Source: an optimization exercise on an open RTL-to-GDS flow (aim: small area). Production flows keep margins and buffers that such runs may drop.
Only simulation tests tie the RTL to the original design; equivalence was not proved.

==> build 57: inputs <==
Design fir_inst, start of the top module:
module fir_inst (
    input                clk,
    input                rst,
    input                data_in_vld,
    input  signed [15:0] data_in,
    output signed [36:0] data_out,
    output reg           data_out_vld
);
reg [1119:0] x;
wire [1119:0] xd;
assign xd[15:0] = data_in & {16{~rst}};
genvar g;
generate for (g = 1; g < 70; g = g + 1) begin : gt
    if (g % 2) begin : godd
        assign xd[16*g+15:16*g] = ~(x[16*g-1:16*g-16] & {16{~rst}});
    end else begin : geven
        assign xd[16*g+15:16*g] = ~(x[16*g-1:16*g-16] | {16{rst}});
    end
end endgenerate
always @(posedge clk)
    if (data_in_vld | rst) x <= xd;
reg vld1;
always @(posedge clk or posedge rst)
    if (rst) begin vld1 <= 1'b0; data_out_vld <= 1'b0; end
    else begin vld1 <= data_in_vld; data_out_vld <= vld1; end
wire tp0_1_0 = x[16];
wire tp0_1_1 = x[17];
wire tp0_1_2 = x[18];
wire tp0_1_3 = x[19];
wire tp0_1_4 = x[20];
wire tp0_1_5 = x[21];
wire tp0_1_6 = x[22];
wire tp0_1_7 = x[23];
wire tp0_1_8 = x[24];
wire tp0_1_9 = x[25];
wire tp0_1_10 = x[26];
wire tp0_1_11 = x[27];
wire tp0_1_12 = x[28];
wire tp0_1_13 = x[29];
wire tp0_1_14 = x[30];
wire tp0_1_15 = x[31];
wire tp0_69_0 = x[1104];
wire tp0_69_1 = x[1105];
wire tp0_69_2 = x[1106];
wire tp0_69_3 = x[1107];
wire tp0_69_4 = x[1108];
wire tp0_69_5 = x[1109];
wire tp0_69_6 = x[1110];
wire tp0_69_7 = x[1111];
wire tp0_69_8 = x[1112];
wire tp0_69_9 = x[1113];
wire tp0_69_10 = x[1114];
wire tp0_69_11 = x[1115];
wire tp0_69_12 = x[1116];
wire tp0_69_13 = x[1117];
wire tp0_69_14 = x[1118];
wire tp0_69_15 = x[1119];
wire n1 = ~tp0_1_15;
wire n2 = ~tp0_69_15;
wire tp0_2_0 = x[32];
wire tp0_2_1 = x[33];
wire tp0_2_2 = x[34];
wire tp0_2_3 = x[35];
wire tp0_2_4 = x[36];
wire tp0_2_5 = x[37];
wire tp0_2_6 = x[38];
wire tp0_2_7 = x[39];
wire tp0_2_8 = x[40];
wire tp0_2_9 = x[41];
wire tp0_2_10 = x[42];
wire tp0_2_11 = x[43];
wire tp0_2_12 = x[44];
wire tp0_2_13 = x[45];
wire tp0_2_14 = x[46];
wire tp0_2_15 = x[47];
wire tp0_68_0 = x[1088];
wire tp0_68_1 = x[1089];
wire tp0_68_2 = x[1090];
wire tp0_68_3 = x[1091];
wire tp0_68_4 = x[1092];
wire tp0_68_5 = x[1093];
wire tp0_68_6 = x[1094];
wire tp0_68_7 = x[1095];
  ...
==> flow/config.mk <==
export PLATFORM = sky130hd
export DESIGN_NAME = fir_inst
export DESIGN_NICKNAME = fir_inst
export VERILOG_FILES = /design/flow/design.v
export SDC_FILE = /design/flow/constraint.sdc
export NUM_CORES = 4
export LEC_CHECK = 0
export CAP_MARGIN = 20
export CORE_MARGIN = 2
export CORE_UTILIZATION = 62
export CTS_CLUSTER_DIAMETER = 70
export CTS_CLUSTER_SIZE = 30
export PLACE_DENSITY = 0.7
export SLEW_MARGIN = 20
export SYNTH_HIERARCHICAL = 1
export SYNTH_MINIMUM_KEEP_SIZE = 0
==> flow/constraint.sdc <==
create_clock -name core_clock -period 9.0 [get_ports {clk}]
set_input_delay 1.8000 -clock core_clock [delete_from_list [all_inputs] [get_ports {clk}]]
set_output_delay 1.8000 -clock core_clock [all_outputs]
set_load 0.01 [all_outputs]
standard.sh (not shown) runs the stock make flow with config.mk's settings and CLKGATE_MAP_FILE= SYNTH_SCRIPT=/design/flow/synth_recipe.tcl, a recipe that flattens the netlist after the stock synthesis.
==> flow/flow/run.sh <==
#!/bin/bash
# The standard layout (the standard.sh: standard synthesis, floorplan,
# placement, CTS, routing), with two changes:
#  - clock tree synthesis does not insert dummy loads (the leaf clusters are
#    balanced well enough without them);
#  - the buffer that placement puts on every input and output port is the
#    platform's smallest plain buffer (buf_1) instead of the delay cell that
#    buffer_ports picks by default.
# Everything else, including the synthesis, is the standard flow.
set -euo pipefail
export CTS_ARGS="-sink_clustering_enable -repair_clock_nets -dont_use_dummy_load -sink_clustering_size 30 -sink_clustering_max_diameter 70"
export BUFFER_PORTS_ARGS="-buffer_cell sky130_fd_sc_hd__buf_1"
bash standard.sh > standard_flow.log 2>&1
==> trial 26: changes against build 57 <==
- CORE_UTILIZATION: 62 -> 68
- PLACE_DENSITY: 0.7 -> 0.76
==> impl_metrics.env <==
export IMPL_grt_pass1_vias=47400
export IMPL_final_setup_worst_slack_ns=0.192
export IMPL_fin_area_um2=89000
export IMPL_use_met3_pct=24.2
export IMPL_whs_endpoint="r2_n7611"
export IMPL_status="no timing/DRC/antenna violations"
export IMPL_fin_util_pct=71.8
export IMPL_hold_slack_ns=0.297
export IMPL_dpl_hpwl_um=235000
export IMPL_multi_input_area_share_pct=49.8
export IMPL_grt_max_degree=193
export IMPL_slew_headroom_pct=22.5
[end of results for trial 26]
==> impl_metrics.env <==
export IMPL_slew_headroom_pct=15.9
export IMPL_grt_max_degree=186
export IMPL_multi_input_area_share_pct=49.6
export IMPL_dpl_hpwl_um=247000
export IMPL_status="no timing/DRC/antenna violations"
export IMPL_fin_area_um2=89400
export IMPL_fin_util_pct=65.8
export IMPL_grt_pass1_vias=47500
export IMPL_whs_endpoint="r2_n7706"
export IMPL_hold_slack_ns=0.300
export IMPL_use_met3_pct=19.1
export IMPL_final_setup_worst_slack_ns=0.0950
[end of results for build 57]

==> afterwards: timing with drivers on the ports <==
How much do the figures lean on ideal ports? The routed layouts below were timed once more, with nothing changed but the port constraints. Step 1 sets driving cells, clkbuf_16 on the clock port and buf_2 on the other inputs (assumed; they add their load-dependent delay and slew). Step 2 also shifts input and output timing later by t, the mid clock arrival at the registers, as if the neighbouring blocks saw the same clock. a / b / c = no drivers / after step 1 / after step 2; a / b = the first two.
run	t, ns	setup WS [ns]	hold WS [ns]	worst setup path after step 2
build 57	0.794	0.095 / 0.095 / 0.095	0.300 / 0.300 / 0.300	register to register
trial 26	0.795	0.192 / 0.192 / 0.192	0.297 / 0.297 / 0.297	register to register
After both steps setup and hold are still met in every run listed.
